This is an optimization exercise on Yosys and OpenROAD, whose aim is small area and a short achievable clock period, not a production implementation. Function was checked by simulation only, so behaviour that the tests miss may differ from the original. Power is estimated from default activity; no workload was simulated.

==> flow/design.v, too long to show whole: its modules and the start of the top module <==
// module fpu_tree: 2747 lines
// module fpu_cpa: 653 lines
// module fpu_fa: 4 lines
// module fpu_hai: 4 lines
// module FPU_Main: 316 lines
// module fpu_mux31: 3 lines
// module fpu_mux8: 3 lines
module FPU_Main (
    input clk,
    input [31:0] A,
    input [31:0] B,
    input [1:0] S,
    output [31:0] O
);
  // ...
==> flow/flow/run.sh <==
#!/bin/bash
set -euo pipefail
bash standard.sh synth > synth.log 2>&1
bash standard.sh SETUP_SLACK_MARGIN=17.4 "BUFFER_PORTS_ARGS=-buffer_cell sky130_fd_sc_hd__buf_1" finish > layout.log 2>&1
==> flow/standard.sh <==
#!/bin/bash
# synth_recipe.tcl (not shown) runs the flow's synth.tcl, then flattens the netlist and writes it again
# the make line also repeats each setting of config.mk as NAME=value (left out here)
make -C /OpenROAD-flow-scripts/flow DESIGN_CONFIG=/design/flow/config.mk WORK_HOME=/design/flow/orfs CLKGATE_MAP_FILE= SYNTH_SCRIPT=/design/flow/synth_recipe.tcl "${@:-finish}"
==> flow/config.mk <==
export PLATFORM = sky130hd
export DESIGN_NAME = FPU_Main
export DESIGN_NICKNAME = FPU_Main
export VERILOG_FILES = /design/flow/design.v
export SDC_FILE = /design/flow/constraint.sdc
export NUM_CORES = 8
export LEC_CHECK = 0
export ABC_AREA = 1
export CAP_MARGIN = 20
export CORE_MARGIN = 2
export CORE_UTILIZATION = 40
export SLEW_MARGIN = 20
export SYNTH_HIERARCHICAL = 1
export SYNTH_MINIMUM_KEEP_SIZE = 0
==> flow/constraint.sdc <==
create_clock -name core_clock -period 25.0 [get_ports {clk}]
set_input_delay 5.0000 -clock core_clock [delete_from_list [all_inputs] [get_ports {clk}]]
set_output_delay 5.0000 -clock core_clock [all_outputs]
set_load 0.01 [all_outputs]
==> run notes, run 1 <==
Gate power share=0.575; # diodes=2; status=complete, no violations; total grt overflow=0; multi-input logic area=21,260 µm²; commonest non-fill, non-tap cells in the layout=nand2_1, fa_1, inv_1; Worst EP required=25.32 ns; clkbuf count=17; fraction of area in multi-input gates=0.7230; met2 routed WL=41,860 µm; Cells after Synth=3,063; Net Sw Frac=0.5334; Cell Pwr Density=54.75 nW/µm²; hold path cells=2; std cell rows=95; # Taps=873; number of nets still failing antenna checks after routing=0; Clk. pwr=272 µW; post-CTS resize count=36; metal3 WL=7714 µm; clock-cell share of area=0.02017; Die X-Extent=263.7 µm; All-Layer GR Usage=0.2519; final net count=3,847; worst hold margin=0.4681 ns; CP Launch Type=flip-flop; CTS Buf Count=17; clk slew on worst S/H paths=0.07 ns; total power draw=1.610 mW; Post-DP HPWL=65,510 µm; most used cell, CP=fa_1; largest net degree at the start of global routing=45; Hold Path End=sv; Starting Density=0.4030; comb pwr=926 µW; Clk pwr share=0.169; R2R depth=29; DR pass1 iterations=5; RD Place Congestion=0.9528; sequential share of cell area=0.1389; dominant kind of cell by area=multi-input combinational cells; Iter 0 DRT Violations=1,967; Max-Cap Viols=0; Max Clk Rate=135.7 MHz; worst setup margin=17.63 ns
==> module fpu_cpa, before the edit <==
module fpu_cpa (input [48:0] a, input [48:0] b, output [48:21] p, output [22:0] pl);
    wire g1637;
    wire p1638;
    wire g1639;
    wire p1640;
    wire g1641;
    wire p1642;
    wire g1643;
    wire p1644;
    wire g1645;
    wire p1646;
    wire g1647;
    wire p1648;
    wire g1649;
    wire p1650;
    wire g1651;
    wire p1652;
    wire g1653;
    wire p1654;
    wire g1655;
    wire p1656;
    wire g1657;
    wire p1658;
    wire g1659;
    wire p1660;
    wire g1661;
    wire p1662;
    wire g1663;
    wire p1664;
    wire g1665;
    wire p1666;
    wire g1667;
    wire p1668;
    wire g1669;
    wire p1670;
    wire g1671;
    wire p1672;
    wire g1673;
    wire p1674;
    wire g1675;
    wire p1676;
    wire g1677;
    wire p1678;
    wire g1679;
    wire p1680;
    wire g1681;
    wire p1682;
    wire g1683;
    wire p1684;
    wire g1685;
    wire p1686;
    wire g1687;
    wire p1688;
    wire g1689;
    wire p1690;
    wire g1691;
    wire p1692;
    wire g1693;
    wire p1694;
    wire g1695;
    wire p1696;
    wire g1697;
    wire p1698;
    wire g1699;
    wire p1700;
    wire g1701;
    wire p1702;
    wire g1703;
    wire p1704;
    wire g1705;
    wire p1706;
    wire g1707;
    wire p1708;
    wire g1709;
    wire p1710;
    wire g1711;
    wire p1712;
    wire g1713;
    wire p1714;
    wire g1715;
    wire p1716;
    wire g1717;
    wire p1718;
    wire g1719;
    wire p1720;
    wire g1721;
    wire p1722;
    wire g1723;
    wire p1724;
    wire g1725;
    wire p1726;
    wire g1727;
    wire p1728;
    wire g1729;
    wire p1730;
    wire g1731;
    wire p1732;
    wire g1733;
    wire p1734;
    wire g1735;
    wire G1736;
    wire G1737;
    wire P1738;
    wire G1739;
    wire P1740;
    wire G1741;
    wire P1742;
    wire G1743;
    wire P1744;
    wire G1745;
    wire P1746;
    wire G1747;
    wire P1748;
    wire G1749;
    wire P1750;
    wire G1751;
    wire P1752;
    wire G1753;
    wire P1754;
    wire G1755;
    wire P1756;
    wire G1757;
    wire P1758;
    wire G1759;
    wire P1760;
    wire G1761;
    wire P1762;
    wire G1763;
    wire P1764;
    wire G1765;
    wire P1766;
    wire G1767;
    wire P1768;
    wire G1769;
    wire P1770;
    wire G1771;
    wire P1772;
    wire G1773;
    wire P1774;
    wire G1775;
    wire P1776;
    wire G1777;
    wire P1778;
    wire G1779;
    wire P1780;
    wire G1781;
    wire P1782;
    wire G1783;
    wire G1784;
    wire G1785;
    wire P1786;
    wire G1787;
    wire P1788;
    wire G1789;
    wire P1790;
    wire G1791;
    wire P1792;
    wire G1793;
    wire P1794;
    wire G1795;
    wire P1796;
    wire G1797;
    wire P1798;
    wire G1799;
    wire P1800;
    wire G1801;
    wire P1802;
    wire G1803;
    wire P1804;
    wire G1805;
    wire P1806;
    wire G1807;
    wire P1808;
    wire G1809;
    wire P1810;
    wire G1811;
    wire P1812;
    wire G1813;
    wire P1814;
    wire G1815;
    wire P1816;
    wire G1817;
    wire P1818;
    wire G1819;
    wire P1820;
    wire G1821;
    wire P1822;
    wire G1823;
    wire P1824;
    wire G1825;
    wire P1826;
    wire G1827;
    wire P1828;
    wire G1829;
    wire G1830;
    wire G1831;
    wire G1832;
    wire G1833;
    wire P1834;
    wire G1835;
    wire P1836;
    wire G1837;
    wire P1838;
    wire G1839;
    wire P1840;
    wire G1841;
    wire P1842;
    wire G1843;
    wire P1844;
    wire G1845;
    wire P1846;
    wire G1847;
    wire P1848;
    wire G1849;
    wire P1850;
    wire G1851;
    wire P1852;
    wire G1853;
    wire P1854;
    wire G1855;
    wire P1856;
    wire G1857;
    wire P1858;
    wire G1859;
    wire P1860;
    wire G1861;
    wire P1862;
    wire G1863;
    wire P1864;
    wire G1865;
    wire P1866;
    wire G1867;
    wire P1868;
    wire G1869;
    wire P1870;
    wire G1871;
    wire P1872;
    wire G1873;
    wire G1874;
    wire G1875;
    wire G1876;
    wire G1877;
    wire G1878;
    wire G1879;
    wire G1880;
    wire G1881;
    wire P1882;
    wire G1883;
    wire P1884;
    wire G1885;
    wire P1886;
    wire G1887;
    wire P1888;
    wire G1889;
    wire P1890;
    wire G1891;
    wire P1892;
    wire G1893;
    wire P1894;
    wire G1895;
    wire P1896;
    wire G1897;
    wire P1898;
    wire G1899;
    wire P1900;
    wire G1901;
    wire P1902;
    wire G1903;
    wire P1904;
    wire G1905;
    wire P1906;
    wire G1907;
    wire P1908;
    wire G1909;
    wire P1910;
    wire G1911;
    wire P1912;
    wire G1913;
    wire G1914;
    wire G1915;
    wire G1916;
    wire G1917;
    wire G1918;
    wire G1919;
    wire G1920;
    wire G1921;
    wire G1922;
    wire G1923;
    wire G1924;
    wire G1925;
    wire G1926;
    wire G1927;
    wire G1928;
    wire G1929;
    wire P1930;
    wire G1931;
    wire G1932;
    wire G1933;
    wire G1934;
    wire G1935;
    wire G1936;
    wire G1937;
    wire G1938;
    wire G1939;
    wire G1940;
    wire G1941;
    wire G1942;
    wire G1943;
    wire G1944;
    wire G1945;
    wire G1946;
    wire G1947;
    assign g1637 = a[0] & b[0];
    assign p1638 = a[0] ^ b[0];
    assign g1639 = a[1] & b[1];
    assign p1640 = a[1] ^ b[1];
    assign g1641 = a[2] & b[2];
    assign p1642 = a[2] ^ b[2];
    assign g1643 = a[3] & b[3];
    assign p1644 = a[3] ^ b[3];
    assign g1645 = a[4] & b[4];
    assign p1646 = a[4] ^ b[4];
    assign g1647 = a[5] & b[5];
    assign p1648 = a[5] ^ b[5];
    assign g1649 = a[6] & b[6];
    assign p1650 = a[6] ^ b[6];
    assign g1651 = a[7] & b[7];
    assign p1652 = a[7] ^ b[7];
    assign g1653 = a[8] & b[8];
    assign p1654 = a[8] ^ b[8];
    assign g1655 = a[9] & b[9];
    assign p1656 = a[9] ^ b[9];
    assign g1657 = a[10] & b[10];
    assign p1658 = a[10] ^ b[10];
    assign g1659 = a[11] & b[11];
    assign p1660 = a[11] ^ b[11];
    assign g1661 = a[12] & b[12];
    assign p1662 = a[12] ^ b[12];
    assign g1663 = a[13] & b[13];
    assign p1664 = a[13] ^ b[13];
    assign g1665 = a[14] & b[14];
    assign p1666 = a[14] ^ b[14];
    assign g1667 = a[15] & b[15];
    assign p1668 = a[15] ^ b[15];
    assign g1669 = a[16] & b[16];
    assign p1670 = a[16] ^ b[16];
    assign g1671 = a[17] & b[17];
    assign p1672 = a[17] ^ b[17];
    assign g1673 = a[18] & b[18];
    assign p1674 = a[18] ^ b[18];
    assign g1675 = a[19] & b[19];
    assign p1676 = a[19] ^ b[19];
    assign g1677 = a[20] & b[20];
    assign p1678 = a[20] ^ b[20];
    assign g1679 = a[21] & b[21];
    assign p1680 = a[21] ^ b[21];
    assign g1681 = a[22] & b[22];
    assign p1682 = a[22] ^ b[22];
    assign g1683 = a[23] & b[23];
    assign p1684 = a[23] ^ b[23];
    assign g1685 = a[24] & b[24];
    assign p1686 = a[24] ^ b[24];
    assign g1687 = a[25] & b[25];
    assign p1688 = a[25] ^ b[25];
    assign g1689 = a[26] & b[26];
    assign p1690 = a[26] ^ b[26];
    assign g1691 = a[27] & b[27];
    assign p1692 = a[27] ^ b[27];
    assign g1693 = a[28] & b[28];
    assign p1694 = a[28] ^ b[28];
    assign g1695 = a[29] & b[29];
    assign p1696 = a[29] ^ b[29];
    assign g1697 = a[30] & b[30];
    assign p1698 = a[30] ^ b[30];
    assign g1699 = a[31] & b[31];
    assign p1700 = a[31] ^ b[31];
    assign g1701 = a[32] & b[32];
    assign p1702 = a[32] ^ b[32];
    assign g1703 = a[33] & b[33];
    assign p1704 = a[33] ^ b[33];
    assign g1705 = a[34] & b[34];
    assign p1706 = a[34] ^ b[34];
    assign g1707 = a[35] & b[35];
    assign p1708 = a[35] ^ b[35];
    assign g1709 = a[36] & b[36];
    assign p1710 = a[36] ^ b[36];
    assign g1711 = a[37] & b[37];
    assign p1712 = a[37] ^ b[37];
    assign g1713 = a[38] & b[38];
    assign p1714 = a[38] ^ b[38];
    assign g1715 = a[39] & b[39];
    assign p1716 = a[39] ^ b[39];
    assign g1717 = a[40] & b[40];
    assign p1718 = a[40] ^ b[40];
    assign g1719 = a[41] & b[41];
    assign p1720 = a[41] ^ b[41];
    assign g1721 = a[42] & b[42];
    assign p1722 = a[42] ^ b[42];
    assign g1723 = a[43] & b[43];
    assign p1724 = a[43] ^ b[43];
    assign g1725 = a[44] & b[44];
    assign p1726 = a[44] ^ b[44];
    assign g1727 = a[45] & b[45];
    assign p1728 = a[45] ^ b[45];
    assign g1729 = a[46] & b[46];
    assign p1730 = a[46] ^ b[46];
    assign g1731 = a[47] & b[47];
    assign p1732 = a[47] ^ b[47];
    assign g1733 = a[48] & b[48];
    assign p1734 = a[48] ^ b[48];
    assign g1735 = g1637 | p1638;
    assign G1736 = g1639 | (p1640 & g1735);
    assign G1737 = g1643 | (p1644 & g1641);
    assign P1738 = p1644 & p1642;
    assign G1739 = g1647 | (p1648 & g1645);
    assign P1740 = p1648 & p1646;
    assign G1741 = g1651 | (p1652 & g1649);
    assign P1742 = p1652 & p1650;
    assign G1743 = g1655 | (p1656 & g1653);
    assign P1744 = p1656 & p1654;
    assign G1745 = g1659 | (p1660 & g1657);
    assign P1746 = p1660 & p1658;
    assign G1747 = g1663 | (p1664 & g1661);
    assign P1748 = p1664 & p1662;
    assign G1749 = g1667 | (p1668 & g1665);
    assign P1750 = p1668 & p1666;
    assign G1751 = g1671 | (p1672 & g1669);
    assign P1752 = p1672 & p1670;
    assign G1753 = g1675 | (p1676 & g1673);
    assign P1754 = p1676 & p1674;
    assign G1755 = g1679 | (p1680 & g1677);
    assign P1756 = p1680 & p1678;
    assign G1757 = g1683 | (p1684 & g1681);
    assign P1758 = p1684 & p1682;
    assign G1759 = g1687 | (p1688 & g1685);
    assign P1760 = p1688 & p1686;
    assign G1761 = g1691 | (p1692 & g1689);
    assign P1762 = p1692 & p1690;
    assign G1763 = g1695 | (p1696 & g1693);
    assign P1764 = p1696 & p1694;
    assign G1765 = g1699 | (p1700 & g1697);
    assign P1766 = p1700 & p1698;
    assign G1767 = g1703 | (p1704 & g1701);
    assign P1768 = p1704 & p1702;
    assign G1769 = g1707 | (p1708 & g1705);
    assign P1770 = p1708 & p1706;
    assign G1771 = g1711 | (p1712 & g1709);
    assign P1772 = p1712 & p1710;
    assign G1773 = g1715 | (p1716 & g1713);
    assign P1774 = p1716 & p1714;
    assign G1775 = g1719 | (p1720 & g1717);
    assign P1776 = p1720 & p1718;
    assign G1777 = g1723 | (p1724 & g1721);
    assign P1778 = p1724 & p1722;
    assign G1779 = g1727 | (p1728 & g1725);
    assign P1780 = p1728 & p1726;
    assign G1781 = g1731 | (p1732 & g1729);
    assign P1782 = p1732 & p1730;
    assign G1783 = g1641 | (p1642 & G1736);
    assign G1784 = G1737 | (P1738 & G1736);
    assign G1785 = g1649 | (p1650 & G1739);
    assign P1786 = p1650 & P1740;
    assign G1787 = G1741 | (P1742 & G1739);
    assign P1788 = P1742 & P1740;
    assign G1789 = g1657 | (p1658 & G1743);
    assign P1790 = p1658 & P1744;
    assign G1791 = G1745 | (P1746 & G1743);
    assign P1792 = P1746 & P1744;
    assign G1793 = g1665 | (p1666 & G1747);
    assign P1794 = p1666 & P1748;
    assign G1795 = G1749 | (P1750 & G1747);
    assign P1796 = P1750 & P1748;
    assign G1797 = g1673 | (p1674 & G1751);
    assign P1798 = p1674 & P1752;
    assign G1799 = G1753 | (P1754 & G1751);
    assign P1800 = P1754 & P1752;
    assign G1801 = g1681 | (p1682 & G1755);
    assign P1802 = p1682 & P1756;
    assign G1803 = G1757 | (P1758 & G1755);
    assign P1804 = P1758 & P1756;
    assign G1805 = g1689 | (p1690 & G1759);
    assign P1806 = p1690 & P1760;
    assign G1807 = G1761 | (P1762 & G1759);
    assign P1808 = P1762 & P1760;
    assign G1809 = g1697 | (p1698 & G1763);
    assign P1810 = p1698 & P1764;
    assign G1811 = G1765 | (P1766 & G1763);
    assign P1812 = P1766 & P1764;
    assign G1813 = g1705 | (p1706 & G1767);
    assign P1814 = p1706 & P1768;
    assign G1815 = G1769 | (P1770 & G1767);
    assign P1816 = P1770 & P1768;
    assign G1817 = g1713 | (p1714 & G1771);
    assign P1818 = p1714 & P1772;
    assign G1819 = G1773 | (P1774 & G1771);
    assign P1820 = P1774 & P1772;
    assign G1821 = g1721 | (p1722 & G1775);
    assign P1822 = p1722 & P1776;
    assign G1823 = G1777 | (P1778 & G1775);
    assign P1824 = P1778 & P1776;
    assign G1825 = g1729 | (p1730 & G1779);
    assign P1826 = p1730 & P1780;
    assign G1827 = G1781 | (P1782 & G1779);
    assign P1828 = P1782 & P1780;
    assign G1829 = g1645 | (p1646 & G1784);
    assign G1830 = G1739 | (P1740 & G1784);
    assign G1831 = G1785 | (P1786 & G1784);
    assign G1832 = G1787 | (P1788 & G1784);
    assign G1833 = g1661 | (p1662 & G1791);
    assign P1834 = p1662 & P1792;
    assign G1835 = G1747 | (P1748 & G1791);
    assign P1836 = P1748 & P1792;
    assign G1837 = G1793 | (P1794 & G1791);
    assign P1838 = P1794 & P1792;
    assign G1839 = G1795 | (P1796 & G1791);
    assign P1840 = P1796 & P1792;
    assign G1841 = g1677 | (p1678 & G1799);
    assign P1842 = p1678 & P1800;
    assign G1843 = G1755 | (P1756 & G1799);
    assign P1844 = P1756 & P1800;
    assign G1845 = G1801 | (P1802 & G1799);
    assign P1846 = P1802 & P1800;
    assign G1847 = G1803 | (P1804 & G1799);
    assign P1848 = P1804 & P1800;
    assign G1849 = g1693 | (p1694 & G1807);
    assign P1850 = p1694 & P1808;
    assign G1851 = G1763 | (P1764 & G1807);
    assign P1852 = P1764 & P1808;
    assign G1853 = G1809 | (P1810 & G1807);
    assign P1854 = P1810 & P1808;
    assign G1855 = G1811 | (P1812 & G1807);
    assign P1856 = P1812 & P1808;
    assign G1857 = g1709 | (p1710 & G1815);
    assign P1858 = p1710 & P1816;
    assign G1859 = G1771 | (P1772 & G1815);
    assign P1860 = P1772 & P1816;
    assign G1861 = G1817 | (P1818 & G1815);
    assign P1862 = P1818 & P1816;
    assign G1863 = G1819 | (P1820 & G1815);
    assign P1864 = P1820 & P1816;
    assign G1865 = g1725 | (p1726 & G1823);
    assign P1866 = p1726 & P1824;
    assign G1867 = G1779 | (P1780 & G1823);
    assign P1868 = P1780 & P1824;
    assign G1869 = G1825 | (P1826 & G1823);
    assign P1870 = P1826 & P1824;
    assign G1871 = G1827 | (P1828 & G1823);
    assign P1872 = P1828 & P1824;
    assign G1873 = g1653 | (p1654 & G1832);
    assign G1874 = G1743 | (P1744 & G1832);
    assign G1875 = G1789 | (P1790 & G1832);
    assign G1876 = G1791 | (P1792 & G1832);
    assign G1877 = G1833 | (P1834 & G1832);
    assign G1878 = G1835 | (P1836 & G1832);
    assign G1879 = G1837 | (P1838 & G1832);
    assign G1880 = G1839 | (P1840 & G1832);
    assign G1881 = g1685 | (p1686 & G1847);
    assign P1882 = p1686 & P1848;
    assign G1883 = G1759 | (P1760 & G1847);
    assign P1884 = P1760 & P1848;
    assign G1885 = G1805 | (P1806 & G1847);
    assign P1886 = P1806 & P1848;
    assign G1887 = G1807 | (P1808 & G1847);
    assign P1888 = P1808 & P1848;
    assign G1889 = G1849 | (P1850 & G1847);
    assign P1890 = P1850 & P1848;
    assign G1891 = G1851 | (P1852 & G1847);
    assign P1892 = P1852 & P1848;
    assign G1893 = G1853 | (P1854 & G1847);
    assign P1894 = P1854 & P1848;
    assign G1895 = G1855 | (P1856 & G1847);
    assign P1896 = P1856 & P1848;
    assign G1897 = g1717 | (p1718 & G1863);
    assign P1898 = p1718 & P1864;
    assign G1899 = G1775 | (P1776 & G1863);
    assign P1900 = P1776 & P1864;
    assign G1901 = G1821 | (P1822 & G1863);
    assign P1902 = P1822 & P1864;
    assign G1903 = G1823 | (P1824 & G1863);
    assign P1904 = P1824 & P1864;
    assign G1905 = G1865 | (P1866 & G1863);
    assign P1906 = P1866 & P1864;
    assign G1907 = G1867 | (P1868 & G1863);
    assign P1908 = P1868 & P1864;
    assign G1909 = G1869 | (P1870 & G1863);
    assign P1910 = P1870 & P1864;
    assign G1911 = G1871 | (P1872 & G1863);
    assign P1912 = P1872 & P1864;
    assign G1913 = g1669 | (p1670 & G1880);
    assign G1914 = G1751 | (P1752 & G1880);
    assign G1915 = G1797 | (P1798 & G1880);
    assign G1916 = G1799 | (P1800 & G1880);
    assign G1917 = G1841 | (P1842 & G1880);
    assign G1918 = G1843 | (P1844 & G1880);
    assign G1919 = G1845 | (P1846 & G1880);
    assign G1920 = G1847 | (P1848 & G1880);
    assign G1921 = G1881 | (P1882 & G1880);
    assign G1922 = G1883 | (P1884 & G1880);
    assign G1923 = G1885 | (P1886 & G1880);
    assign G1924 = G1887 | (P1888 & G1880);
    assign G1925 = G1889 | (P1890 & G1880);
    assign G1926 = G1891 | (P1892 & G1880);
    assign G1927 = G1893 | (P1894 & G1880);
    assign G1928 = G1895 | (P1896 & G1880);
    assign G1929 = g1733 | (p1734 & G1911);
    assign P1930 = p1734 & P1912;
    assign G1931 = g1701 | (p1702 & G1928);
    assign G1932 = G1767 | (P1768 & G1928);
    assign G1933 = G1813 | (P1814 & G1928);
    assign G1934 = G1815 | (P1816 & G1928);
    assign G1935 = G1857 | (P1858 & G1928);
    assign G1936 = G1859 | (P1860 & G1928);
    assign G1937 = G1861 | (P1862 & G1928);
    assign G1938 = G1863 | (P1864 & G1928);
    assign G1939 = G1897 | (P1898 & G1928);
    assign G1940 = G1899 | (P1900 & G1928);
    assign G1941 = G1901 | (P1902 & G1928);
    assign G1942 = G1903 | (P1904 & G1928);
    assign G1943 = G1905 | (P1906 & G1928);
    assign G1944 = G1907 | (P1908 & G1928);
    assign G1945 = G1909 | (P1910 & G1928);
    assign G1946 = G1911 | (P1912 & G1928);
    assign G1947 = G1929 | (P1930 & G1928);
    assign pl = {p1682, p1680, p1678, p1676, p1674, p1672, p1670, p1668, p1666, p1664, p1662, p1660, p1658, p1656, p1654, p1652, p1650, p1648, p1646, p1644, p1642, p1640, p1638};
    assign p[21] = ~(p1680 ^ G1917);
    assign p[22] = ~(p1682 ^ G1918);
    assign p[23] = ~(p1684 ^ G1919);
    assign p[24] = ~(p1686 ^ G1920);
    assign p[25] = ~(p1688 ^ G1921);
    assign p[26] = ~(p1690 ^ G1922);
    assign p[27] = ~(p1692 ^ G1923);
    assign p[28] = ~(p1694 ^ G1924);
    assign p[29] = ~(p1696 ^ G1925);
    assign p[30] = ~(p1698 ^ G1926);
    assign p[31] = ~(p1700 ^ G1927);
    assign p[32] = ~(p1702 ^ G1928);
    assign p[33] = ~(p1704 ^ G1931);
    assign p[34] = ~(p1706 ^ G1932);
    assign p[35] = ~(p1708 ^ G1933);
    assign p[36] = ~(p1710 ^ G1934);
    assign p[37] = ~(p1712 ^ G1935);
    assign p[38] = ~(p1714 ^ G1936);
    assign p[39] = ~(p1716 ^ G1937);
    assign p[40] = ~(p1718 ^ G1938);
    assign p[41] = ~(p1720 ^ G1939);
    assign p[42] = ~(p1722 ^ G1940);
    assign p[43] = ~(p1724 ^ G1941);
    assign p[44] = ~(p1726 ^ G1942);
    assign p[45] = ~(p1728 ^ G1943);
    assign p[46] = ~(p1730 ^ G1944);
    assign p[47] = ~(p1732 ^ G1945);
    assign p[48] = ~(p1734 ^ G1946);
endmodule
==> inputs of run 2 (changes only) <==
--- a/flow/design.v
+++ b/flow/design.v
@@ -3052,114 +3052,65 @@
     wire G1940;
     wire G1941;
     wire G1942;
     wire G1943;
     wire G1944;
     wire G1945;
     wire G1946;
     wire G1947;
-    assign g1637 = a[0] & b[0];
-    assign p1638 = a[0] ^ b[0];
-    assign g1639 = a[1] & b[1];
-    assign p1640 = a[1] ^ b[1];
-    assign g1641 = a[2] & b[2];
-    assign p1642 = a[2] ^ b[2];
-    assign g1643 = a[3] & b[3];
-    assign p1644 = a[3] ^ b[3];
-    assign g1645 = a[4] & b[4];
-    assign p1646 = a[4] ^ b[4];
-    assign g1647 = a[5] & b[5];
-    assign p1648 = a[5] ^ b[5];
-    assign g1649 = a[6] & b[6];
-    assign p1650 = a[6] ^ b[6];
-    assign g1651 = a[7] & b[7];
-    assign p1652 = a[7] ^ b[7];
-    assign g1653 = a[8] & b[8];
-    assign p1654 = a[8] ^ b[8];
-    assign g1655 = a[9] & b[9];
-    assign p1656 = a[9] ^ b[9];
-    assign g1657 = a[10] & b[10];
-    assign p1658 = a[10] ^ b[10];
-    assign g1659 = a[11] & b[11];
-    assign p1660 = a[11] ^ b[11];
-    assign g1661 = a[12] & b[12];
-    assign p1662 = a[12] ^ b[12];
-    assign g1663 = a[13] & b[13];
-    assign p1664 = a[13] ^ b[13];
-    assign g1665 = a[14] & b[14];
-    assign p1666 = a[14] ^ b[14];
-    assign g1667 = a[15] & b[15];
-    assign p1668 = a[15] ^ b[15];
-    assign g1669 = a[16] & b[16];
-    assign p1670 = a[16] ^ b[16];
-    assign g1671 = a[17] & b[17];
-    assign p1672 = a[17] ^ b[17];
-    assign g1673 = a[18] & b[18];
-    assign p1674 = a[18] ^ b[18];
-    assign g1675 = a[19] & b[19];
-    assign p1676 = a[19] ^ b[19];
-    assign g1677 = a[20] & b[20];
-    assign p1678 = a[20] ^ b[20];
-    assign g1679 = a[21] & b[21];
-    assign p1680 = a[21] ^ b[21];
-    assign g1681 = a[22] & b[22];
-    assign p1682 = a[22] ^ b[22];
-    assign g1683 = a[23] & b[23];
-    assign p1684 = a[23] ^ b[23];
-    assign g1685 = a[24] & b[24];
-    assign p1686 = a[24] ^ b[24];
-    assign g1687 = a[25] & b[25];
-    assign p1688 = a[25] ^ b[25];
-    assign g1689 = a[26] & b[26];
-    assign p1690 = a[26] ^ b[26];
-    assign g1691 = a[27] & b[27];
-    assign p1692 = a[27] ^ b[27];
-    assign g1693 = a[28] & b[28];
-    assign p1694 = a[28] ^ b[28];
-    assign g1695 = a[29] & b[29];
-    assign p1696 = a[29] ^ b[29];
-    assign g1697 = a[30] & b[30];
-    assign p1698 = a[30] ^ b[30];
-    assign g1699 = a[31] & b[31];
-    assign p1700 = a[31] ^ b[31];
-    assign g1701 = a[32] & b[32];
-    assign p1702 = a[32] ^ b[32];
-    assign g1703 = a[33] & b[33];
-    assign p1704 = a[33] ^ b[33];
-    assign g1705 = a[34] & b[34];
-    assign p1706 = a[34] ^ b[34];
-    assign g1707 = a[35] & b[35];
-    assign p1708 = a[35] ^ b[35];
-    assign g1709 = a[36] & b[36];
-    assign p1710 = a[36] ^ b[36];
-    assign g1711 = a[37] & b[37];
-    assign p1712 = a[37] ^ b[37];
-    assign g1713 = a[38] & b[38];
-    assign p1714 = a[38] ^ b[38];
-    assign g1715 = a[39] & b[39];
-    assign p1716 = a[39] ^ b[39];
-    assign g1717 = a[40] & b[40];
-    assign p1718 = a[40] ^ b[40];
-    assign g1719 = a[41] & b[41];
-    assign p1720 = a[41] ^ b[41];
-    assign g1721 = a[42] & b[42];
-    assign p1722 = a[42] ^ b[42];
-    assign g1723 = a[43] & b[43];
-    assign p1724 = a[43] ^ b[43];
-    assign g1725 = a[44] & b[44];
-    assign p1726 = a[44] ^ b[44];
-    assign g1727 = a[45] & b[45];
-    assign p1728 = a[45] ^ b[45];
-    assign g1729 = a[46] & b[46];
-    assign p1730 = a[46] ^ b[46];
-    assign g1731 = a[47] & b[47];
-    assign p1732 = a[47] ^ b[47];
-    assign g1733 = a[48] & b[48];
-    assign p1734 = a[48] ^ b[48];
+    fpu_ha hp0 (.a(a[0]), .b(b[0]), .s(p1638), .co(g1637));
+    fpu_ha hp1 (.a(a[1]), .b(b[1]), .s(p1640), .co(g1639));
+    fpu_ha hp2 (.a(a[2]), .b(b[2]), .s(p1642), .co(g1641));
+    fpu_ha hp3 (.a(a[3]), .b(b[3]), .s(p1644), .co(g1643));
+    fpu_ha hp4 (.a(a[4]), .b(b[4]), .s(p1646), .co(g1645));
+    fpu_ha hp5 (.a(a[5]), .b(b[5]), .s(p1648), .co(g1647));
+    fpu_ha hp6 (.a(a[6]), .b(b[6]), .s(p1650), .co(g1649));
+    fpu_ha hp7 (.a(a[7]), .b(b[7]), .s(p1652), .co(g1651));
+    fpu_ha hp8 (.a(a[8]), .b(b[8]), .s(p1654), .co(g1653));
+    fpu_ha hp9 (.a(a[9]), .b(b[9]), .s(p1656), .co(g1655));
+    fpu_ha hp10 (.a(a[10]), .b(b[10]), .s(p1658), .co(g1657));
+    fpu_ha hp11 (.a(a[11]), .b(b[11]), .s(p1660), .co(g1659));
+    fpu_ha hp12 (.a(a[12]), .b(b[12]), .s(p1662), .co(g1661));
+    fpu_ha hp13 (.a(a[13]), .b(b[13]), .s(p1664), .co(g1663));
+    fpu_ha hp14 (.a(a[14]), .b(b[14]), .s(p1666), .co(g1665));
+    fpu_ha hp15 (.a(a[15]), .b(b[15]), .s(p1668), .co(g1667));
+    fpu_ha hp16 (.a(a[16]), .b(b[16]), .s(p1670), .co(g1669));
+    fpu_ha hp17 (.a(a[17]), .b(b[17]), .s(p1672), .co(g1671));
+    fpu_ha hp18 (.a(a[18]), .b(b[18]), .s(p1674), .co(g1673));
+    fpu_ha hp19 (.a(a[19]), .b(b[19]), .s(p1676), .co(g1675));
+    fpu_ha hp20 (.a(a[20]), .b(b[20]), .s(p1678), .co(g1677));
+    fpu_ha hp21 (.a(a[21]), .b(b[21]), .s(p1680), .co(g1679));
+    fpu_ha hp22 (.a(a[22]), .b(b[22]), .s(p1682), .co(g1681));
+    fpu_ha hp23 (.a(a[23]), .b(b[23]), .s(p1684), .co(g1683));
+    fpu_ha hp24 (.a(a[24]), .b(b[24]), .s(p1686), .co(g1685));
+    fpu_ha hp25 (.a(a[25]), .b(b[25]), .s(p1688), .co(g1687));
+    fpu_ha hp26 (.a(a[26]), .b(b[26]), .s(p1690), .co(g1689));
+    fpu_ha hp27 (.a(a[27]), .b(b[27]), .s(p1692), .co(g1691));
+    fpu_ha hp28 (.a(a[28]), .b(b[28]), .s(p1694), .co(g1693));
+    fpu_ha hp29 (.a(a[29]), .b(b[29]), .s(p1696), .co(g1695));
+    fpu_ha hp30 (.a(a[30]), .b(b[30]), .s(p1698), .co(g1697));
+    fpu_ha hp31 (.a(a[31]), .b(b[31]), .s(p1700), .co(g1699));
+    fpu_ha hp32 (.a(a[32]), .b(b[32]), .s(p1702), .co(g1701));
+    fpu_ha hp33 (.a(a[33]), .b(b[33]), .s(p1704), .co(g1703));
+    fpu_ha hp34 (.a(a[34]), .b(b[34]), .s(p1706), .co(g1705));
+    fpu_ha hp35 (.a(a[35]), .b(b[35]), .s(p1708), .co(g1707));
+    fpu_ha hp36 (.a(a[36]), .b(b[36]), .s(p1710), .co(g1709));
+    fpu_ha hp37 (.a(a[37]), .b(b[37]), .s(p1712), .co(g1711));
+    fpu_ha hp38 (.a(a[38]), .b(b[38]), .s(p1714), .co(g1713));
+    fpu_ha hp39 (.a(a[39]), .b(b[39]), .s(p1716), .co(g1715));
+    fpu_ha hp40 (.a(a[40]), .b(b[40]), .s(p1718), .co(g1717));
+    fpu_ha hp41 (.a(a[41]), .b(b[41]), .s(p1720), .co(g1719));
+    fpu_ha hp42 (.a(a[42]), .b(b[42]), .s(p1722), .co(g1721));
+    fpu_ha hp43 (.a(a[43]), .b(b[43]), .s(p1724), .co(g1723));
+    fpu_ha hp44 (.a(a[44]), .b(b[44]), .s(p1726), .co(g1725));
+    fpu_ha hp45 (.a(a[45]), .b(b[45]), .s(p1728), .co(g1727));
+    fpu_ha hp46 (.a(a[46]), .b(b[46]), .s(p1730), .co(g1729));
+    fpu_ha hp47 (.a(a[47]), .b(b[47]), .s(p1732), .co(g1731));
+    fpu_ha hp48 (.a(a[48]), .b(b[48]), .s(p1734), .co(g1733));
     assign g1735 = g1637 | p1638;
     assign G1736 = g1639 | (p1640 & g1735);
     assign G1737 = g1643 | (p1644 & g1641);
     assign P1738 = p1644 & p1642;
     assign G1739 = g1647 | (p1648 & g1645);
     assign P1740 = p1648 & p1646;
     assign G1741 = g1651 | (p1652 & g1649);
     assign P1742 = p1652 & p1650;
@@ -3393,16 +3344,20 @@
     assign p[42] = ~(p1722 ^ G1940);
     assign p[43] = ~(p1724 ^ G1941);
     assign p[44] = ~(p1726 ^ G1942);
     assign p[45] = ~(p1728 ^ G1943);
     assign p[46] = ~(p1730 ^ G1944);
     assign p[47] = ~(p1732 ^ G1945);
     assign p[48] = ~(p1734 ^ G1946);
 endmodule
+module fpu_ha (input a, input b, output s, output co);
+    assign s = a ^ b;
+    assign co = a & b;
+endmodule
 module fpu_fa (input a, input b, input ci, output s, output co);
     assign s = a ^ b ^ ci;
     assign co = (a & b) | (a & ci) | (b & ci);
 endmodule
 module fpu_hai (input a, input b, output s, output co);
     assign s = ~(a ^ b);
     assign co = a | b;
 endmodule
@@ -3435,17 +3390,23 @@
     wire       pos = (A_r[30:23] >= 8'd127);
     wire       sq_rem = ~A_r[23];
     wire [8:0] dab = {1'b0, A_r[30:23]} - {1'b0, B_r[30:23]};
     wire [8:0] dba = {1'b0, B_r[30:23]} - {1'b0, A_r[30:23]};
     wire       abig = ~dab[8];                       
     wire [7:0] de = abig ? dab[7:0] : dba[7:0];
     wire       de0 = (de == 8'd0);
     wire       sub0 = A_r[31] ^ B_r[31];
+    reg  [4:0] lz;                                   
     integer k;
+    always @* begin
+        lz = 5'd24;
+        for (k = 0; k < 23; k = k + 1)
+            if (t[k]) lz = 5'd23 - k[4:0];
+    end
     reg  [4:0] nstep;
     always @* begin
         if (restart)
             nstep = 5'd0;
         else if (step == 5'd31)
             nstep = 5'd31;
         else if (step != 5'd31)
             nstep = step + 5'd1;
@@ -3464,19 +3425,19 @@
         O_X0_T  = 5'd9,    
         O_X_T   = 5'd10,   
         O_X_C3E = 5'd11,   
         O_T_C3  = 5'd12,   
         O_B_A   = 5'd13,   
         O_FIX   = 5'd14,   
         O_ALN   = 5'd15,   
         O_ADD   = 5'd16,   
-        O_NSH   = 5'd17,   
-        O_IDT   = 5'd19,   
-        O_CPA   = 5'd20;   
+        O_SHN   = 5'd17,   
+        O_NRM   = 5'd18,   
+        O_IDT   = 5'd19;   
     reg [4:0] op;
     always @* begin
         op = O_IDT;
         case ({S_r, nstep})
             {2'd3, 5'd1}: op = O_DP_C1;
             {2'd3, 5'd2}: op = O_C2_T;
             {2'd3, 5'd3}: op = O_DP_Y;
             {2'd3, 5'd4}: op = O_TWO_T;
@@ -3514,113 +3475,96 @@
             {2'd1, 5'd24}: op = O_DP_Y;
             {2'd1, 5'd25}: op = O_TWO_T;
             {2'd1, 5'd26}: op = O_T_Y_T;
             {2'd1, 5'd27}: op = O_RC_N;
             {2'd1, 5'd15}: op = O_X_T;
             {2'd1, 5'd28}: op = O_X_T;
             {2'd1, 5'd29}: op = O_X_C3E;
             {2'd1, 5'd30}: op = sq_rem ? O_T_C3 : O_IDT;
-            {2'd0, 5'd1}: op = O_CPA;
-            {2'd0, 5'd2}: op = O_ALN;
-            {2'd0, 5'd3}: op = O_ADD;
-            {2'd0, 5'd4}: op = O_NSH;
-            {2'd0, 5'd5}: op = O_NSH;
-            {2'd0, 5'd6}: op = O_NSH;
-            {2'd0, 5'd7}: op = O_NSH;
-            {2'd0, 5'd8}: op = O_NSH;
-            {2'd0, 5'd9}: op = O_NSH;
-            {2'd0, 5'd10}: op = O_NSH;
-            {2'd0, 5'd11}: op = O_NSH;
-            {2'd0, 5'd12}: op = O_NSH;
-            {2'd0, 5'd13}: op = O_NSH;
-            {2'd0, 5'd14}: op = O_NSH;
-            {2'd0, 5'd15}: op = O_NSH;
-            {2'd0, 5'd16}: op = O_NSH;
-            {2'd0, 5'd17}: op = O_NSH;
-            {2'd0, 5'd18}: op = O_NSH;
-            {2'd0, 5'd19}: op = O_NSH;
-            {2'd0, 5'd20}: op = O_NSH;
-            {2'd0, 5'd21}: op = O_NSH;
-            {2'd0, 5'd22}: op = O_NSH;
-            {2'd0, 5'd23}: op = O_NSH;
-            {2'd0, 5'd24}: op = O_NSH;
-            {2'd0, 5'd25}: op = O_NSH;
-            {2'd0, 5'd26}: op = O_NSH;
-            {2'd0, 5'd27}: op = O_NSH;
+            {2'd0, 5'd1}: op = O_ALN;
+            {2'd0, 5'd2}: op = O_ADD;
+            {2'd0, 5'd3}: op = O_SHN;
+            {2'd0, 5'd4}: op = nn ? O_NRM : O_IDT;
             {2'd2, 5'd1}: op = O_B_A;
             default: ;
         endcase
     end
     wire n_x_br = (op == O_X_T) || (op == O_B_A) ||
                   ((op == O_ALN) && abig) || ((op == O_ADD) && !abig);
+    wire n_x_ar = ((op == O_ALN) && !abig) || ((op == O_ADD) && abig);
     wire n_x_dp = (op == O_DP_C1) || (op == O_DP_Y);
-    wire n_x_t  = ((op == O_ALN) && !abig) || (op == O_T_Y_T) || (op == O_T_C3) || (op == O_IDT) || (op == O_X_C3E) || (op == O_FIX);
+    wire n_x_t  = (op == O_T_Y_T) || (op == O_T_C3) || (op == O_IDT) || (op == O_X_C3E) || (op == O_FIX);
     wire n_x_dpt = (op == O_DPT_C1);
     wire n_x_rc = (op == O_RC_N);
-    wire n_x_tr = (op == O_NSH);
+    wire n_x_tr = (op == O_NRM) || (op == O_SHN);
     wire n_x_r0 = (op == O_R0_AP);
     wire n_x_c2 = (op == O_C2_T);
     wire n_x_two = (op == O_TWO_T);
     wire n_x_x0 = (op == O_X0_T);
     wire n_y_c1 = (op == O_DP_C1) || (op == O_DPT_C1);
     wire n_y_y  = (op == O_T_Y_T);
     wire n_y_t  = (op == O_DP_Y);
-    wire n_y_a  = (op == O_B_A) || (op == O_CPA) || ((op == O_ADD) && abig);
+    wire n_y_a  = (op == O_B_A);
     wire n_y_ap = (op == O_RC_N) || (op == O_R0_AP);
     wire n_y_c3e = (op == O_X_C3E);
     wire n_y_c3 = (op == O_T_C3);
-    wire n_y_one = (op == O_ADD) || (op == O_NSH) || (op == O_IDT);
+    wire n_y_one = (op == O_ADD) || (op == O_SHN) || (op == O_IDT);
     wire n_y_qtr = (op == O_C2_T) || (op == O_TWO_T);
     wire n_y_half = (op == O_X0_T) || (op == O_X_T);
-    wire n_y_sh = (op == O_ALN);
-    reg e1t, e1b, e2y, e2nb, e2a, e2x, e2n;   
+    wire n_y_sh = (op == O_ALN) || (op == O_NRM);
+    reg e1t, e1b, e2y, e2nb, e2a, e2x, e2s;   
     reg [7:0] kr;
-    reg xst, xsb, yst, ysa;
-    reg sxb, sxt, syy, sya, shen, hy_r;
+    reg xst, xsb, xsa, yst, ysa;
+    reg sxb, sxt, sxa, syy, sya, shen, hy_r, hx_r;
     reg kx_a, kx_b, kx_c, kx_d, kx_e, kx_f, kx_g;    
     reg ky_p, ky_q, ky_r;                            
     reg a_dv, a_sq, a_s0, a_ref_x;
-    reg w_mul, w_sqa, w_dva, w_s0a, w_raw, c_nsh;
+    reg w_mul, w_sqa, w_dva, w_s0a, w_raw, w_nrm;
     reg we_y, we_x, syt;
-    wire [4:0] n_sa = (op == O_ALN) ? 5'd23 - de[4:0] : sa;
-    wire       n_sv = (op == O_ALN) ? (de < 8'd24) : sv;
+    reg        c_shn;                                 
+    wire [4:0] n_sa = (op == O_ALN) ? 5'd23 - de[4:0] : c_shn ? lz : sa;
+    wire       n_sv = (op == O_ALN) ? (de < 8'd24) : c_shn ? 1'b1 : sv;
     always @(posedge clk) begin
         step <= nstep;
         e1t <= (op == O_DP_Y) || (op == O_T_Y_T) || (op == O_RC_N) || (op == O_X_C3E) || (op == O_T_C3) ||
-               (op == O_NSH) || (op == O_IDT) || (op == O_FIX);
+               (op == O_SHN) || (op == O_NRM) || (op == O_IDT) || (op == O_FIX);
         e1b <= (op == O_X_T) || (op == O_B_A) || ((op == O_ADD) && !abig);
         e2nb <= (op == O_RC_N);
-        e2a <= (op == O_B_A) || (op == O_FIX) || (op == O_CPA) || ((op == O_ADD) && abig);
+        e2a <= (op == O_B_A) || (op == O_FIX) || ((op == O_ADD) && abig);
         e2x <= (op == O_X_C3E);
-        e2n <= (op == O_NSH);
+        e2s <= (op == O_NRM);
         case (op)
             O_DP_C1, O_DPT_C1, O_C2_T, O_TWO_T, O_R0_AP, O_RC_N: kr <= 8'd126;
             O_DP_Y, O_X_T: kr <= 8'd255;
             O_T_Y_T:        kr <= 8'd255;    
             O_B_A:          kr <= 8'd129;
             O_X0_T:         kr <= 8'd125;
             O_X_C3E:        kr <= {7'b1100000, pos & A_r[23]};
             O_FIX:          kr <= 8'd130;
+            O_NRM:          kr <= 8'd1;
             default:        kr <= 8'd0;
         endcase
-        xst <= (op == O_T_Y_T) || (op == O_X_C3E) || (op == O_T_C3) || (op == O_NSH) ||
+        xst <= (op == O_T_Y_T) || (op == O_X_C3E) || (op == O_T_C3) || (op == O_SHN) || (op == O_NRM) ||
                (op == O_IDT) || (op == O_FIX);
         xsb <= (op == O_RC_N) || (op == O_X_T) || (op == O_B_A) || ((op == O_ADD) && !abig);
+        xsa <= (op == O_ADD) && abig;
         e2y <= (op == O_T_Y_T);
         yst <= (op == O_DP_Y);
-        ysa <= (op == O_B_A) || (op == O_FIX) || (op == O_CPA) || ((op == O_ADD) && abig);
+        ysa <= (op == O_B_A) || (op == O_FIX);
         sxb <= n_x_br | n_x_dp;
         sxt <= n_x_t | n_x_rc | n_x_tr | n_x_dpt;
         syt <= n_y_t;
+        sxa <= n_x_ar;
         syy <= n_y_y;
         sya <= n_y_a | n_y_ap;
+        hx_r <= ~n_x_tr;
         sa <= n_sa;
         sv <= n_sv;
-        c_nsh <= (op == O_NSH);
+        c_shn <= (op == O_SHN);
         shen <= n_y_sh & n_sv;
         hy_r <= ~n_y_sh | ((n_sa == 5'd23) & n_sv);
         kx_a <= n_x_c2;
         kx_b <= n_x_r0 | n_x_x0;
         kx_c <= n_x_r0 | n_x_c2 | n_x_x0;
         kx_d <= n_x_c2 | n_x_x0;
         kx_e <= n_x_x0;
         kx_f <= n_x_r0 | n_x_c2;
@@ -3630,75 +3574,76 @@
         ky_r <= n_y_c1;
         a_dv  <= (op == O_C2_T) || (op == O_TWO_T);
         a_sq  <= (op == O_X0_T) || (op == O_X_T);
         a_ref_x <= (op == O_X_T);
         a_s0  <= (op == O_ADD);
         w_sqa <= (op == O_X0_T) || (op == O_X_T);
         w_dva <= (op == O_C2_T) || (op == O_TWO_T);
         w_s0a <= (op == O_ADD);
-        w_raw <= (op == O_ALN) || (op == O_NSH);
+        w_raw <= (op == O_ALN) || (op == O_SHN);
+        w_nrm <= (op == O_NRM);
         w_mul <= (op == O_DP_C1) || (op == O_DP_Y) || (op == O_DPT_C1) || (op == O_T_Y_T) ||
                  (op == O_RC_N) || (op == O_R0_AP) || (op == O_X_C3E) || (op == O_T_C3) || (op == O_B_A) ||
-                 (op == O_IDT) || (op == O_FIX) || (op == O_CPA);
+                 (op == O_IDT) || (op == O_FIX);
         we_y  <= (op == O_DP_Y);
         we_x  <= (op == O_DPT_C1);
     end
     wire kx0 = 1'b0;
     wire [22:0] kxv = {kx_e, kx_a, kx_c, kx_e, kx_f, kx_e, kx_g, kx_c, kx_g, kx_f, kx_f, kx0,
                        kx_f, kx_b, kx0, kx_a, kx_e, kx_d, kx_c, kx_b, kx_a, kx_b, kx_a};
     wire [22:0] kyv = {ky_r, ky_p, ky_p, kx0, ky_q, kx0, ky_q, ky_r, ky_r, ky_r, ky_r, kx0,
                        ky_q, kx0, kx0, ky_p, ky_p, ky_p, ky_p, kx0, kx0, ky_q, ky_p};
     reg  [22:0] oh;                                   
     always @* begin
         for (k = 0; k < 23; k = k + 1)
             oh[k] = shen & (sa == k[4:0]);
     end
-    wire [22:0] xm = ({23{sxb}} & B_r[22:0]) | ({23{sxt}} & t[22:0]) | kxv;
-    wire        hx = 1'b1;
+    wire [22:0] xm = ({23{sxb}} & B_r[22:0]) | ({23{sxt}} & t[22:0]) | ({23{sxa}} & A_r[22:0]) | kxv;
+    wire        hx = hx_r;
     wire [22:0] ym = ({23{syy}} & y[22:0]) | ({23{syt}} & t[22:0]) | ({23{sya}} & A_r[22:0]) | kyv | oh;
-    wire        shift1 = c_nsh & nn;
-    wire        hy = hy_r & ~shift1;
+    wire        hy = hy_r;
     wire [1:0]  ref2 = a_ref_x ? B_r[24:23] : C_X0[24:23];
     wire [1:0]  dq = t[24:23] - ref2;                
-    wire        sh_p1 = (a_sq & (dq == 2'd1)) | shift1;
+    wire        sh_p1 = a_sq & (dq == 2'd1);
     wire        sh_m1 = (a_sq & (dq == 2'd3)) | (a_dv & t[23]);
     wire        sh_m2 = a_dv & ~t[23];
     wire        sh_0  = (a_sq & (dq == 2'd0)) | a_s0;
-    wire [23:0] av = {a_s0 ? de0 : ~c_nsh, t[22:0]};
+    wire [23:0] av = {a_s0 ? de0 : 1'b1, t[22:0]};
     wire [25:0] aal = ({26{sh_p1}} & {1'b0, av, 1'b0}) | ({26{sh_0}} & {2'b00, av})
                     | ({26{sh_m1}} & {3'b000, av[23:1]}) | ({26{sh_m2}} & {4'b0000, av[23:2]});
     wire        asub = a_dv | (a_s0 & sub0);
     wire [25:0] adn = ~(aal ^ {26{asub}});          
     wire [48:21] p;
-    fpu_tree u_tree (.xv({hx, xm}), .yv({hy, ym}), .adn(adn), .cinn(~asub), .p(p));
+    wire [22:0] pl;                  
+    fpu_tree u_tree (.xv({hx, xm}), .yv({hy, ym}), .adn(adn), .cinn(~asub), .p(p), .pl(pl));
     wire [7:0]  ex1 = ({8{e1t}} & t[30:23]) | ({8{e1b}} & B_r[30:23]);
     wire [7:0]  ex2 = ({8{e2y}} & {7'd0, ye0}) | ({8{e2nb}} & ~B_r[30:23]) | ({8{e2a}} & A_r[30:23])
-                    | ({8{e2x}} & {1'b0, A_r[30:24]}) | {8{e2n & nn}};
+                    | ({8{e2x}} & {1'b0, A_r[30:24]}) | ({8{e2s}} & {3'b111, ~sa});
     wire [7:0]  es, ec, e0, erc;
     genvar ge;
     generate
         for (ge = 0; ge < 8; ge = ge + 1) begin : g_exp
             fpu_fa u_c (.a(ex1[ge]), .b(ex2[ge]), .ci(kr[ge]), .s(es[ge]), .co(ec[ge]));
             if (ge == 0) begin : g_lsb
                 assign e0[0] = es[0];
                 assign erc[0] = 1'b0;
             end else begin : g_bit
                 fpu_fa u_r (.a(es[ge]), .b(ec[ge-1]), .ci(erc[ge-1]), .s(e0[ge]), .co(erc[ge]));
             end
         end
     endgenerate
-    wire        xs = (xst & t[31]) | (xsb & B_r[31]);
+    wire        xs = (xst & t[31]) | (xsb & B_r[31]) | (xsa & A_r[31]);
     wire        ys = (yst & t[31]) | (ysa & A_r[31]);
     wire        h = ((w_mul | w_s0a) & p[47]) | (w_sqa & (p[48] | p[47])) | (w_dva & p[45]);
     wire        hs48 = w_sqa & p[48];
     wire        hs47 = (w_mul | w_s0a) | (w_sqa & ~p[48]);
     wire        ls46 = w_mul | w_sqa | w_raw | w_s0a;
     wire [22:0] hi_m = ({23{hs48}} & p[47:25]) | ({23{hs47}} & p[46:24]) | ({23{w_dva}} & p[44:22]);
-    wire [22:0] lo_m = ({23{ls46}} & p[45:23]) | ({23{w_dva}} & p[43:21]);
+    wire [22:0] lo_m = ({23{ls46}} & p[45:23]) | ({23{w_dva}} & p[43:21]) | ({23{w_nrm}} & pl);
     wire [7:0]  e1 = e0 + 8'd1;
     wire [7:0]  e2 = e0 + 8'd2;
     wire [7:0]  hi_e;
     fpu_mux8 u_hie (.s(hs48), .a(e2), .b(e1), .y(hi_e));
     wire [7:0]  lo_e = e0;
     wire        rs = xs ^ ys;
     wire [31:0] res;
     wire [31:0] r_hi = {rs, hi_e, hi_m};
@@ -3714,17 +3659,16 @@
         else if (we_x)
             B_r <= t;
         t <= res;
         if (we_y) begin
             y <= t[22:0];
             ye0 <= t[23];
         end
         if (w_s0a) nn <= ~(p[47] | p[46]);
-        else if (c_nsh) nn <= nn & ~t[22];
     end
 endmodule
 module fpu_mux31 (input s, input [30:0] a, input [30:0] b, output [30:0] y);
     assign y = s ? a : b;
 endmodule
 module fpu_mux8 (input s, input [7:0] a, input [7:0] b, output [7:0] y);
     assign y = s ? a : b;
 endmodule
==> run 2 against run 1 <==
Still clean on timing, DRC and antenna. Largest cell class unchanged. Count of clock-buffer cells in the layout increased by 5. Final cell count is 1.6% higher. Critical path type unchanged. Clock skew fell by 0.0055 ns. Final area rose by 2.3%.
==> run notes, run 2 <==
Clock Sinks=178; Final min period=7.408 ns; CTS tree=yes; flop2flop setup slack=17.59 ns; CP endpoint kind=flip-flop; Die X-Extent=266.2 µm (+0.95%); crit-path max FO=31; CP max-delay cell=fa_1; CTS Buf Count=17 (unchanged); Vert. Die Dim=266.2 µm; min-delay src=xsb; routed vias/inst=5.703; hold path cells=3 (+1); RSZ-0062 raised after global routing=false; Mean Syn Cell Area=8.720 µm²; layout cells sized above 1=0.09981; Ys Warns=7; Ports=99; post-route setup TNS=0 ns; Slew Viols, Final=0; first-pass GRT wire length=145,300 µm; Async S/R FF share, synth=0; flops & latches, synth=178; commonest non-fill, non-tap cells in the layout=nand2_1, fa_1, inv_1; std cell rows=96 (+1.1%); largest net degree at the start of global routing=58 (+29%); Final period util=0.2963; top cell type's share of synthesized area=0.3983; fin cells=4,118; Iter 0 DRT Violations=2,758 (+40%); final net count=3,906 (+1.5%); routed wire length=98,410 µm; Lkg Pwr=8.950 nW; dpl cells=4,041; Core Region=68,350 µm²; antenna violations before repair=1; Clock Tree Buf Depth=2; CP arrival=7.74 ns; Hold WC Path Type=reg2reg; Critical Path Max Stage Delay=0.55 ns; synth unique cells=62; sequential fraction of the synthesis area=0.1504; most common cell after layout, fill and taps aside=nand2_1; most numerous cell in the Yosys netlist=nand2_1; CTS H-tree lvls=4; Worst Skew=0.01227 ns; Max-Cap Viols=0 (unchanged); die area=70,840 µm²; Vias=23,490; Post-synth EDFFs=57; Post-DP HPWL=68,980 µm (+5.3%); root buffer cell=clkbuf_16; DR pass1 iterations=7 (+2); Cells after Synth=3,153 (+2.9%); Slew HR=0.2512; total grt overflow=0 (unchanged); clk slew on worst S/H paths=0.07 ns (about the same); Post-DP Area=28,110 µm²; routed len/inst=23.90 µm; Starting Density=0.4023 (-0.0007137); reg-to-reg endpoint=t[10]; Cell Pwr Density=59.34 nW/µm² (+8.4%); top post-synthesis cells by area=fa_1, nand2_1, dfxtp_1; reg-to-reg startpoint=t[15]; Crit Path Category=reg2reg; Slew @ Worst Pin=1.122 ns; Clock Latency Late Sink=0.45 ns; Hold Path End=t[31]; Primary FF master, synth=dfxtp_1; RD Place Congestion=0.9634 (+1.1%); vias in the first global route=24,110; most used cell, CP=nand2_1; cts hold-fix bufs=0; biggest regs=A_r (32), B_r (32), t (32); Worst VDD drop=0.05780 mV; Design Area, Final=30,070 µm²; IO Port Bufs=98; area grow syn2layout=9.380%; status=complete, no violations; R2R depth=29 (unchanged); Max Clk Rate=135.0 MHz (-0.53%); Setup violations, final=0; top cell type by total area after synthesis=fa_1; Synth top cells by count=nand2_1, fa_1, inv_1; # diodes=0 (-2); Worst EP required=25.34 ns (+0.02 ns); Fin. Hold Viols=0; DRC errors left=0; number of nets still failing antenna checks after routing=0 (unchanged); CP Launch Type=flip-flop; All-Layer GR Usage=0.2728 (+0.02084); Mapped Area=27,490 µm²
==> run 2: through the flow <==
stage / setup slack, ns / hold WS [ns] / util / total power, mW
2_1_floorplan: 17.50 / 0.5043 / - / 1.111
3_3_place_gp: 16.08 / 0.5273 / 0.4114 / 1.426
3_5_place_dp: 15.95 / 0.5255 / 0.4114 / 1.431
4_1_cts: 17.40 / 0.5322 / 0.4229 / 1.716
5_1_grt: 17.38 / 0.5558 / 0.4400 / 1.882
6_report: 17.59 / 0.5332 / 0.4400 / 1.784
==> run 2: per-module statistics from Yosys, one instance, submodules excluded <==
| module | cells inside | area [µm²] |
|---|---|---|
| fpu_mux31 | 100 | 382.9 |
| fpu_ha | 1 | 12.51 |
| fpu_cpa | 334 | 1665 |
| fpu_mux8 | 26 | 105.1 |
| fpu_tree | 673 | 3247 |
| FPU_Main | 1426 | 10570 |
| fpu_fa | 1 | 20.02 |
==> run 2: critical path: cells and delay by family (launching register included) <==
kind	cells	cell delay, ns
adders and majority gates	9	3.94
and+or+nand+nor	13	1.31
DFF	1	0.52
buffers and inverters	5	0.95
AOI/OAI and AO/OA	2	0.53
==> run 2: report_power, final <==
part	internal [mW]	switching (mW)	leakage [nW]
Sequential	0.349	0.0892	1.56
Clock	0.142	0.124	0.282
Combinational	0.322	0.758	7.10
Total	0.813	0.971	8.95
==> run 2: logic make-up after synthesis <==
family	after synthesis	share of synthesized area
other cells	2	0.0002732
simple gates	1594	0.2380
compound gates	272	0.06303
fa+ha+maj	616	0.4297
xor+xnor	113	0.03600
buf+inv	378	0.08265
flops	178	0.1504
==> run 2: area by class of cell <==
class                           instances  area (µm²)
Clock buffer                           22       496.7
Inverter                              202       783.3
Fill cell                            6639       38270
Clock inverter                         10       68.82
Tap cell                              882        1104
Timing Repair Buffer                  203        1765
Multi-Input combinational cell       2621       21660
Sequential cell                       178        4189
==> run 2: worst max path at each step <==
| stage | start | to | slack, ns |
|---|---|---|---|
| floorplan | yst | t[23] | 17.50 |
| global placement | yst | t[22] | 16.08 |
| detailed placement | yst | t[19] | 15.95 |
| CTS | sa[3] | t[27] | 17.40 |
| global route | t[8] | t[27] | 17.38 |
| finish | t[15] | t[10] | 17.59 |
==> run 2: per-layer routing <==
layer / up-vias / share of wire / track usage
li1: 10030 / - / -
met3: 278 / 0.099 / 0.05739
met5: - / 0 / 0
met1: 11810 / 0.40 / 0.3645
met4: 0 / 0.041 / 0.09854
met2: 1375 / 0.46 / 0.4381
==> run 2: timing repair <==
action                     4_1_cts  5_1_grt
cloned                           1       15
setup endpoints to repair       32       32
pin swaps                        2       14
setup buffers                    5       24
resized for setup               52      136

[port drivers added, routing unchanged]
In the flow no input, the clock included, has a driving cell. The finished layouts below were timed again as built, in two steps. Step 1, drivers: a clkbuf_16 drives clk and a buf_2 each remaining input, both assumed. Step 2 adds t to the input delays and takes it off the output delays; t is the mean of the earliest and latest rising clock arrival at the registers after step 1. Input paths then give back, and output paths get back, about the clock's delay inside the block. a / b / c = no drivers / after step 1 / after step 2; a / b = the first two.
run	t, ns	setup slack, ns	worst hold slack (ns)	cell pins on the clock port's net
run 1	0.495	17.631 / 17.631 / 17.631	0.468 / 0.468 / 0.468	1
run 2	0.498	17.592 / 17.592 / 17.592	0.533 / 0.533 / 0.533	1
After both steps setup and hold are still met in every run listed.
